Context: an optimization exercise on an open-source flow, tuned for small area. The choices shown serve that exercise and are no tape-out recipe.
In this exercise RTL edits were held to simulation tests only and were not proved equivalent to the original.
No driver is modelled on the clock port, so clocking that relies on it looks cheaper here than on a real chip.
Power is estimated from default activity; no workload was simulated.

==> 06-11: inputs <==
Design master, start of the top module:
module master #
(
	parameter	READ_ADDR		= 123,
	parameter	READ_ADDR_FAST	= 456,
	parameter	WRITE_ADDR		= 789,
	parameter	READ_ADDR_MPU	= 114
)
(
	input	CLK,
	input	RESET,
	input	MISO,
	output	reg MOSI,
	output	FLASH_CS,
	output	SENSOR_CS
);
==> module master, before the edit <==
module master #
(
	parameter	READ_ADDR		= 123,
	parameter	READ_ADDR_FAST	= 456,
	parameter	WRITE_ADDR		= 789,
	parameter	READ_ADDR_MPU	= 114
)
(
	input	CLK,
	input	RESET,
	input	MISO,
	output	reg MOSI,
	output	FLASH_CS,
	output	SENSOR_CS
);
localparam	READ_DATA_INSTR		= 8'h3;
localparam	WRITE_ENABLE_INSTR	= 8'h6;
localparam	WRITE_DISABLE_INSTR	= 8'h4;
localparam	FAST_READ_INSTR		= 8'h0;
function [23:0] rev24(input [23:0] x);
	integer k;
	for (k = 0; k < 24; k = k + 1) rev24[k] = x[23 - k];
endfunction
localparam [63:0] V1 = {22'd0, rev24(READ_ADDR), READ_DATA_INSTR, 1'b0, 9'd0};
localparam [63:0] V2 = {22'd0, rev24(WRITE_ADDR), WRITE_ENABLE_INSTR, 1'b0,
						WRITE_ENABLE_INSTR, 1'b0};
localparam [63:0] V3 = {14'd0, 8'd0, rev24(READ_ADDR_FAST), FAST_READ_INSTR, 1'b0,
						WRITE_DISABLE_INSTR, 1'b0};
localparam [63:0] V4 = {22'd0, rev24(READ_ADDR), FAST_READ_INSTR, 10'd0};
localparam [3:0] C1 = 4'd0, R = 4'd1, L1 = 4'd2, C2 = 4'd3, W = 4'd4, C3 = 4'd5,
				 FR = 4'd6, L2 = 4'd7, C4 = 4'd8, SR = 4'd9, L3 = 4'd10, TERM = 4'd11;
reg		[6:0]	c;			 
reg		[3:0]	st;
reg		[5:0]	it;
reg		[66:0]	r;			 
reg				stage;
wire	rise = c[6] & c[5] & c[1] & c[0];		 
always @(posedge CLK)
	if (RESET)		c <= 7'd50;
	else if (rise)	c <= 7'd0;
	else			c <= c + 7'd1;
reg last;
always @* begin
	case (st)
		C1, C2, C4:	last = it[5] & it[3] & it[0];		 
		C3:			last = it[5] & it[4] & it[0];		 
		default:	last = &it;							 
	endcase
end
wire	term = st[3] & st[1] & st[0];			 
always @(posedge CLK)
	if (RESET) begin
		st <= C1;
		it <= 6'd9;
	end else if (rise) begin
		it <= last ? ((st == L2) ? 6'd10 : 6'd0) : it + 6'd1;
		if (last && !term) st <= st + 4'd1;
	end
wire	sampling = (st == R) || (st == FR) || (st == SR);
wire	led = (st == L1) || (st == L2) || (st == L3);
always @(posedge CLK)
	r <= {r[65:0], (rise && sampling) ? MISO : r[66]};
always @(posedge CLK)
	if ((led && c == {1'b0, it}) || (st == W && c == 7'd51)) stage <= r[0];
always @(posedge CLK)
	if (RESET) MOSI <= 1'b0;
	else if (rise) case (st)
		C1:			MOSI <= V1[it];
		C2:			MOSI <= (it == 6'd0) ? stage : V2[it];
		C3:			MOSI <= (it == 6'd0) ? stage : V3[it];
		C4:			MOSI <= V4[it];
		W, L1, L2, L3, TERM:	MOSI <= stage;
		default:	MOSI <= 1'b0;
	endcase
assign FLASH_CS = !(st == R ||
				((st == C1 || st == C2 || st == C3) && it != 6'd0 && it != 6'd9 && it < 6'd42));
assign SENSOR_CS = !(st == C4 || st == SR);
endmodule
Settings: LEC_CHECK=0, ABC_AREA=1, CAP_MARGIN=20, CORE_MARGIN=2, CORE_UTILIZATION=40, PLACE_DENSITY=0.6, SLEW_MARGIN=20; clock period 5.0 ns.
standard.sh (not shown) runs the stock make flow with config.mk's settings and CLKGATE_MAP_FILE= SYNTH_SCRIPT=/design/flow/synth_recipe.tcl, a recipe that flattens the netlist after the stock synthesis.
==> flow/flow/run.sh <==
#!/bin/bash
# Own layout flow: the standard ORFS flow with
#  - synthesis: the standard flow's script, but the final ABC mapping uses area-oriented
#    scripts (flow/area.abc, flow/area_nf.abc, each run with several seeds,
#    smallest result kept) and the adders are left to ABC (no extract_fa);
#    the front-end (synth -nofsm -noshare, flatten, renames) is unchanged,
#    so the registers are those of the standard synthesis;
#  - CTS without dummy loads; afterwards each clock buffer is downsized to the
#    smallest clkbuf that keeps every flip-flop clock pin's slew under 120 ps
#    (flow/post_cts.tcl);
#  - port buffers of the smallest buffer cell.
set -euo pipefail
W=$PWD
F=$W/flow
# synthesis script = synth_recipe.tcl with hooks inserted after its first line
{ head -n 1 synth_recipe.tcl; cat "$F/synth_hooks.tcl"; tail -n +2 synth_recipe.tcl; } > my_synth.tcl
sed "s#SYNTH_SCRIPT=[^ ]*synth_recipe.tcl#SYNTH_SCRIPT=$W/my_synth.tcl#" standard.sh > my_standard.sh
grep -q "SYNTH_SCRIPT=$W/my_synth.tcl" my_standard.sh
export MY_ABC_DIR=$W/abc_scripts
mkdir -p "$MY_ABC_DIR"
for S in ${MY_ABC_SEEDS:-1 2 3 4 5 6 7 8}; do
  sed "s/SEED/$S/" "$F/area.abc" > "$MY_ABC_DIR/map_seed_$S.abc"
  sed "s/SEED/$S/" "$F/area_nf.abc" > "$MY_ABC_DIR/nf_seed_$S.abc"
done
export CTS_ARGS="-sink_clustering_enable -repair_clock_nets -dont_use_dummy_load -buf_list sky130_fd_sc_hd__clkbuf_8"
export POST_CTS_TCL=$F/post_cts.tcl
export MY_CLK_SLEW_PS=120
export BUFFER_PORTS_ARGS="-buffer_cell sky130_fd_sc_hd__buf_1"
bash my_standard.sh > flow_make.log 2>&1
==> flow/flow/area_nf.abc <==
strash
&get -n
&deepsyn -T 30 -S SEED
&dch -f
&nf -a -R 1000
&put
topo
==> flow/flow/post_cts.tcl <==
# Clock tree trimming after CTS (ORFS POST_CTS_TCL hook):
# 1. re-cluster the flip-flops evenly under the H-tree's leaf buffers (each
#    leaf moved to the centre of its cluster), then
# 2. downsize each clock-tree buffer to the smallest clkbuf whose flip-flop clock
# pins keep a slew under the limit below (placement parasitics, with margin
# for the extracted ones). Smaller cells keep their origin, so placement stays
# legal.
set my_clk_slew_limit [expr {$::env(MY_CLK_SLEW_PS) / 1000.0}]  ;# in ns, as STA reports slews
proc my_sink_slew {inst} {
  set w 0
  foreach opin [get_pins -of_objects $inst -filter "direction == output"] {
    foreach pin [get_pins -of_objects [get_nets -of_objects $opin] -filter "direction == input"] {
      foreach a {max min} { foreach e {rise fall} {
        set s [get_property $pin slew_${a}_$e]
        if {[string is double -strict $s] && $s > $w} { set w $s }
      }}
    }
  }
  return $w
}
proc my_all_sink_slew {} {
  set w 0
  foreach pin [get_pins -hierarchical */CLK] {
    foreach a {max min} { foreach e {rise fall} {
      set s [get_property $pin slew_${a}_$e]
      if {[string is double -strict $s] && $s > $w} { set w $s }
    }}
  }
  return $w
}
proc my_drives_ff {inst} {
  set net [[$inst findITerm X] getNet]
  foreach it [$net getITerms] { if {[[$it getMTerm] getName] == "CLK"} { return 1 } }
  return 0
}
# Balanced re-clustering of the flip-flop clock pins under the existing leaf
# buffers: capacity-limited k-means on pin positions, each leaf buffer moved
# to its cluster's centre.
proc my_recluster {} {
  set block [ord::get_db_block]
  set leaves {}
  foreach inst [$block getInsts] {
    if {[string match sky130_fd_sc_hd__clkbuf_* [[$inst getMaster] getName]] && [my_drives_ff $inst]} {
      lappend leaves $inst
    }
  }
  set k [llength $leaves]
  set sinks {}
  foreach inst $leaves {
    foreach it [[[$inst findITerm X] getNet] getITerms] {
      if {[$it getInst] != $inst} { lappend sinks $it }
    }
  }
  set pts {}
  foreach it $sinks {
    set b [[$it getInst] getBBox]
    lappend pts [list [expr {([$b xMin] + [$b xMax]) / 2}] [expr {([$b yMin] + [$b yMax]) / 2}]]
  }
  set n [llength $pts]
  set cap [expr {($n + $k - 1) / $k}]
  set cen {}
  foreach inst $leaves { lappend cen [$inst getLocation] }
  for {set iter 0} {$iter < 40} {incr iter} {
    set pairs {}
    for {set p 0} {$p < $n} {incr p} {
      lassign [lindex $pts $p] x y
      for {set g 0} {$g < $k} {incr g} {
        lassign [lindex $cen $g] cx cy
        lappend pairs [list [expr {abs($x - $cx) + abs($y - $cy)}] $p $g]
      }
    }
    set pairs [lsort -real -index 0 $pairs]
    set asg [lrepeat $n -1]
    set cnt [lrepeat $k 0]
    foreach pr $pairs {
      lassign $pr d p g
      if {[lindex $asg $p] >= 0 || [lindex $cnt $g] >= $cap} { continue }
      lset asg $p $g
      lset cnt $g [expr {[lindex $cnt $g] + 1}]
    }
    set newcen {}
    for {set g 0} {$g < $k} {incr g} {
      set sx 0; set sy 0; set m 0
      foreach pt $pts a $asg {
        if {$a == $g} { lassign $pt x y; set sx [expr {$sx + $x}]; set sy [expr {$sy + $y}]; incr m }
      }
      if {$m > 0} { lappend newcen [list [expr {$sx / $m}] [expr {$sy / $m}]] } else { lappend newcen [lindex $cen $g] }
    }
    set cen $newcen
  }
  foreach it $sinks a $asg {
    set net [[[lindex $leaves $a] findITerm X] getNet]
    if {[$it getNet] != $net} { $it disconnect; $it connect $net }
  }
  for {set g 0} {$g < $k} {incr g} {
    set inst [lindex $leaves $g]
    lassign [lindex $cen $g] cx cy
    set w [[$inst getMaster] getWidth]
    $inst setLocation [expr {int($cx - $w / 2)}] [expr {int($cy)}]
    replace_cell [get_cells [$inst getName]] sky130_fd_sc_hd__clkbuf_8
  }
  detailed_placement
  estimate_parasitics -placement
}

estimate_parasitics -placement
puts "my_post_cts: worst clock pin slew before [my_all_sink_slew]"
my_recluster
puts "my_post_cts: worst clock pin slew after re-clustering [my_all_sink_slew]"
# leaves first (those driving flip-flops), then the buffers above them
set leaves {}
set others {}
foreach inst [get_cells -filter "ref_name =~ sky130_fd_sc_hd__clkbuf_*"] {
  set drives_ff 0
  foreach opin [get_pins -of_objects $inst -filter "direction == output"] {
    foreach pin [get_pins -of_objects [get_nets -of_objects $opin] -filter "direction == input"] {
      if {[get_property $pin name] == "CLK"} { set drives_ff 1 }
    }
  }
  if {$drives_ff} { lappend leaves $inst } else { lappend others $inst }
}
foreach inst [concat $leaves $others] {
  set name [get_full_name $inst]
  set orig [get_property $inst ref_name]
  foreach cand {sky130_fd_sc_hd__clkbuf_1 sky130_fd_sc_hd__clkbuf_2 sky130_fd_sc_hd__clkbuf_4} {
    if {$cand == $orig} { break }
    replace_cell $inst $cand
    estimate_parasitics -placement
    if {[my_all_sink_slew] <= $my_clk_slew_limit} {
      puts "my_post_cts: $name $orig -> $cand"
      break
    }
    replace_cell $inst $orig
    estimate_parasitics -placement
  }
}
detailed_placement
estimate_parasitics -placement
puts "my_post_cts: worst clock pin slew after [my_all_sink_slew]"
Other scripts of this flow, unchanged in this note and not shown: flow/flow/area.abc, flow/flow/synth_hooks.tcl
==> 07-02: changes against 06-11 <==
==> flow/flow/post_cts.tcl (replaced) <==
# Downsize each clock-tree buffer to the smallest clkbuf whose flip-flop clock
# pins keep a slew under the limit below (placement parasitics, with margin
# for the extracted ones). Smaller cells keep their origin, so placement stays
# legal.
set my_clk_slew_limit [expr {$::env(MY_CLK_SLEW_PS) / 1000.0}]  ;# in ns, as STA reports slews
proc my_sink_slew {inst} {
  set w 0
  foreach opin [get_pins -of_objects $inst -filter "direction == output"] {
    foreach pin [get_pins -of_objects [get_nets -of_objects $opin] -filter "direction == input"] {
      foreach a {max min} { foreach e {rise fall} {
        set s [get_property $pin slew_${a}_$e]
        if {[string is double -strict $s] && $s > $w} { set w $s }
      }}
    }
  }
  return $w
}
proc my_all_sink_slew {} {
  set w 0
  foreach pin [get_pins -hierarchical */CLK] {
    foreach a {max min} { foreach e {rise fall} {
      set s [get_property $pin slew_${a}_$e]
      if {[string is double -strict $s] && $s > $w} { set w $s }
    }}
  }
  return $w
}
estimate_parasitics -placement
puts "my_post_cts: worst clock pin slew before [my_all_sink_slew]"
# leaves first (those driving flip-flops), then the buffers above them
set leaves {}
set others {}
foreach inst [get_cells -filter "ref_name =~ sky130_fd_sc_hd__clkbuf_*"] {
  set drives_ff 0
  foreach opin [get_pins -of_objects $inst -filter "direction == output"] {
    foreach pin [get_pins -of_objects [get_nets -of_objects $opin] -filter "direction == input"] {
      if {[get_property $pin name] == "CLK"} { set drives_ff 1 }
    }
  }
  if {$drives_ff} { lappend leaves $inst } else { lappend others $inst }
}
foreach inst [concat $leaves $others] {
  set name [get_full_name $inst]
  set orig [get_property $inst ref_name]
  foreach cand {sky130_fd_sc_hd__clkbuf_1 sky130_fd_sc_hd__clkbuf_2 sky130_fd_sc_hd__clkbuf_4} {
    if {$cand == $orig} { break }
    replace_cell $inst $cand
    estimate_parasitics -placement
    if {[my_all_sink_slew] <= $my_clk_slew_limit} {
      puts "my_post_cts: $name $orig -> $cand"
      break
    }
    replace_cell $inst $orig
    estimate_parasitics -placement
  }
}
puts "my_post_cts: worst clock pin slew after [my_all_sink_slew]"
==> 05-19: changes against 06-11 <==
--- a/flow/design.v
+++ b/flow/design.v
@@ -24,3 +24,3 @@
 endfunction
-localparam [63:0] V1 = {22'd0, rev24(READ_ADDR), READ_DATA_INSTR, 1'b0, 9'd0};
+localparam [63:0] V1 = {31'd0, rev24(READ_ADDR), READ_DATA_INSTR, 1'b0};
 localparam [63:0] V2 = {22'd0, rev24(WRITE_ADDR), WRITE_ENABLE_INSTR, 1'b0,
@@ -29,3 +29,3 @@
 						WRITE_DISABLE_INSTR, 1'b0};
-localparam [63:0] V4 = {22'd0, rev24(READ_ADDR), FAST_READ_INSTR, 10'd0};
+localparam [63:0] V4 = {32'd0, rev24(READ_ADDR), FAST_READ_INSTR};
 localparam [3:0] C1 = 4'd0, R = 4'd1, L1 = 4'd2, C2 = 4'd3, W = 4'd4, C3 = 4'd5,
@@ -45,4 +45,6 @@
 	case (st)
-		C1, C2, C4:	last = it[5] & it[3] & it[0];		 
+		C1:			last = it[5];						 
+		C2:			last = it[5] & it[3] & it[0];		 
 		C3:			last = it[5] & it[4] & it[0];		 
+		C4:			last = &it[4:0];					 
 		default:	last = &it;							 
@@ -54,5 +56,5 @@
 		st <= C1;
-		it <= 6'd9;
+		it <= 6'd0;
 	end else if (rise) begin
-		it <= last ? ((st == L2) ? 6'd10 : 6'd0) : it + 6'd1;
+		it <= last ? 6'd0 : it + 6'd1;
 		if (last && !term) st <= st + 4'd1;
@@ -75,4 +77,4 @@
 	endcase
-assign FLASH_CS = !(st == R ||
-				((st == C1 || st == C2 || st == C3) && it != 6'd0 && it != 6'd9 && it < 6'd42));
+assign FLASH_CS = !((st == C1 && it != 6'd0) || st == R ||
+				((st == C2 || st == C3) && it != 6'd0 && it != 6'd9 && it < 6'd42));
 assign SENSOR_CS = !(st == C4 || st == SR);
--- a/flow/flow/run.sh
+++ b/flow/flow/run.sh
@@ -2,5 +2,5 @@
 # Own layout flow: the standard ORFS flow with
-#  - synthesis: the standard flow's script, but the final ABC mapping uses area-oriented
-#    scripts (flow/area.abc, flow/area_nf.abc, each run with several seeds,
-#    smallest result kept) and the adders are left to ABC (no extract_fa);
+#  - synthesis: the standard flow's script, but the final ABC mapping uses an area-oriented
+#    script (flow/area.abc, run with several seeds, smallest result kept) and
+#    the adders are left to ABC (no extract_fa);
 #    the front-end (synth -nofsm -noshare, flatten, renames) is unchanged,
@@ -8,3 +8,3 @@
 #  - CTS without dummy loads; afterwards each clock buffer is downsized to the
-#    smallest clkbuf that keeps every flip-flop clock pin's slew under 120 ps
+#    smallest clkbuf that keeps every flip-flop clock pin's slew under 110 ps
 #    (flow/post_cts.tcl);
@@ -21,4 +21,3 @@
 for S in ${MY_ABC_SEEDS:-1 2 3 4 5 6 7 8}; do
-  sed "s/SEED/$S/" "$F/area.abc" > "$MY_ABC_DIR/map_seed_$S.abc"
-  sed "s/SEED/$S/" "$F/area_nf.abc" > "$MY_ABC_DIR/nf_seed_$S.abc"
+  sed "s/SEED/$S/" "$F/area.abc" > "$MY_ABC_DIR/seed_$S.abc"
 done
@@ -26,3 +25,3 @@
 export POST_CTS_TCL=$F/post_cts.tcl
-export MY_CLK_SLEW_PS=120
+export MY_CLK_SLEW_PS=110
 export BUFFER_PORTS_ARGS="-buffer_cell sky130_fd_sc_hd__buf_1"
==> flow/flow/post_cts.tcl (replaced) <==
# Downsize each clock-tree buffer to the smallest clkbuf whose flip-flop clock
# pins keep a slew under the limit below (placement parasitics, with margin
# for the extracted ones). Smaller cells keep their origin, so placement stays
# legal.
set my_clk_slew_limit [expr {$::env(MY_CLK_SLEW_PS) / 1000.0}]  ;# in ns, as STA reports slews
proc my_sink_slew {inst} {
  set w 0
  foreach opin [get_pins -of_objects $inst -filter "direction == output"] {
    foreach pin [get_pins -of_objects [get_nets -of_objects $opin] -filter "direction == input"] {
      foreach a {max min} { foreach e {rise fall} {
        set s [get_property $pin slew_${a}_$e]
        if {[string is double -strict $s] && $s > $w} { set w $s }
      }}
    }
  }
  return $w
}
proc my_all_sink_slew {} {
  set w 0
  foreach pin [get_pins -hierarchical */CLK] {
    foreach a {max min} { foreach e {rise fall} {
      set s [get_property $pin slew_${a}_$e]
      if {[string is double -strict $s] && $s > $w} { set w $s }
    }}
  }
  return $w
}
estimate_parasitics -placement
puts "my_post_cts: worst clock pin slew before [my_all_sink_slew]"
# leaves first (those driving flip-flops), then the buffers above them
set leaves {}
set others {}
foreach inst [get_cells -filter "ref_name =~ sky130_fd_sc_hd__clkbuf_*"] {
  set drives_ff 0
  foreach opin [get_pins -of_objects $inst -filter "direction == output"] {
    foreach pin [get_pins -of_objects [get_nets -of_objects $opin] -filter "direction == input"] {
      if {[get_property $pin name] == "CLK"} { set drives_ff 1 }
    }
  }
  if {$drives_ff} { lappend leaves $inst } else { lappend others $inst }
}
foreach inst [concat $leaves $others] {
  set name [get_full_name $inst]
  set orig [get_property $inst ref_name]
  foreach cand {sky130_fd_sc_hd__clkbuf_1 sky130_fd_sc_hd__clkbuf_2 sky130_fd_sc_hd__clkbuf_4} {
    if {$cand == $orig} { break }
    replace_cell $inst $cand
    estimate_parasitics -placement
    if {[my_all_sink_slew] <= $my_clk_slew_limit} {
      puts "my_post_cts: $name $orig -> $cand"
      break
    }
    replace_cell $inst $orig
    estimate_parasitics -placement
  }
}
puts "my_post_cts: worst clock pin slew after [my_all_sink_slew]"
removed: flow/flow/area_nf.abc
==> qor summary <==
Vias per Instance: 07-02 4.81; 06-11 4.77; 05-19 4.92
Post-Syn Area: 07-02 0.00233 mm2; 06-11 0.00233 mm2; 05-19 0.00236 mm2
Post-Route Utilization: 07-02 45.2%; 06-11 45.1%; 05-19 45.5%
Highest achievable clock rate: 07-02 336 MHz; 06-11 316 MHz; 05-19 331 MHz
Global placer's final weighted congestion: 07-02 0.921; 06-11 0.921; 05-19 0.927
Nets: 07-02 216; 06-11 216; 05-19 231
Transition time at the pin with the least slew margin: 07-02 0.460 ns; 06-11 0.497 ns; 05-19 0.438 ns
Worst hold slack: 07-02 0.289 ns; 06-11 0.304 ns; 05-19 0.322 ns
Floorplan die area: 07-02 0.00646 mm2; 06-11 0.00646 mm2; 05-19 0.00652 mm2
First-iteration detailed-routing DRC count: 07-02 71; 06-11 51; 05-19 175
End of the worst hold path: 07-02 r[10]; 06-11 r[38]; 05-19 r[11]
Run status: 07-02 timing/DRC/antenna clean; 06-11 timing/DRC/antenna clean; 05-19 timing/DRC/antenna clean
Routed via count: 07-02 1,360; 06-11 1,351; 05-19 1,466
Met2 layer wire length in the routed design: 07-02 1.38 mm; 06-11 1.42 mm; 05-19 1.51 mm
Total buffers and inverters traversed by the critical path: 07-02 2; 06-11 2; 05-19 3
Wire length on met1: 07-02 1.77 mm; 06-11 1.77 mm; 05-19 1.80 mm
Clock group share of total power: 07-02 28.6%; 06-11 28.0%; 05-19 29.3%
Part of the cycle the worst path needs: 07-02 59.5%; 06-11 63.3%; 05-19 60.5%
Power drawn by the combinational cells: 07-02 0.0000111 W; 06-11 0.0000111 W; 05-19 0.0000122 W

## static timing again, ports no longer ideal
In the flow no input, the clock included, has a driving cell. The finished layouts below were timed again as built, in two steps. Step 1: set_driving_cell puts a clkbuf_16 on CLK and a buf_2 on each other input, an assumption about the parent block. Step 2 times the ports against the registers' clock, not the clock port: input delays grow and output delays shrink by t, the midpoint of the rising clock arrivals with the driver on. Slacks: ideal / step 1 / step 2; pairs: ideal / step 1.
run | t (ns) | setup slack, ns | clock arrival spread, ns | slew at the worst register clock pin (ns) | cell pins on the clock port's net
06-11 | 0.700 | 1.834 / 1.809 / 2.509 | 0.032 / 0.032 | 0.11 / 0.12 | 1
07-02 | 0.495 | 2.024 / 2.001 / 2.497 | 0.039 / 0.039 | 0.11 / 0.11 | 1
05-19 | 0.481 | 1.976 / 1.956 / 2.005 | 0.037 / 0.037 | 0.11 / 0.11 | 1
After both steps setup and hold are still met in every run listed.
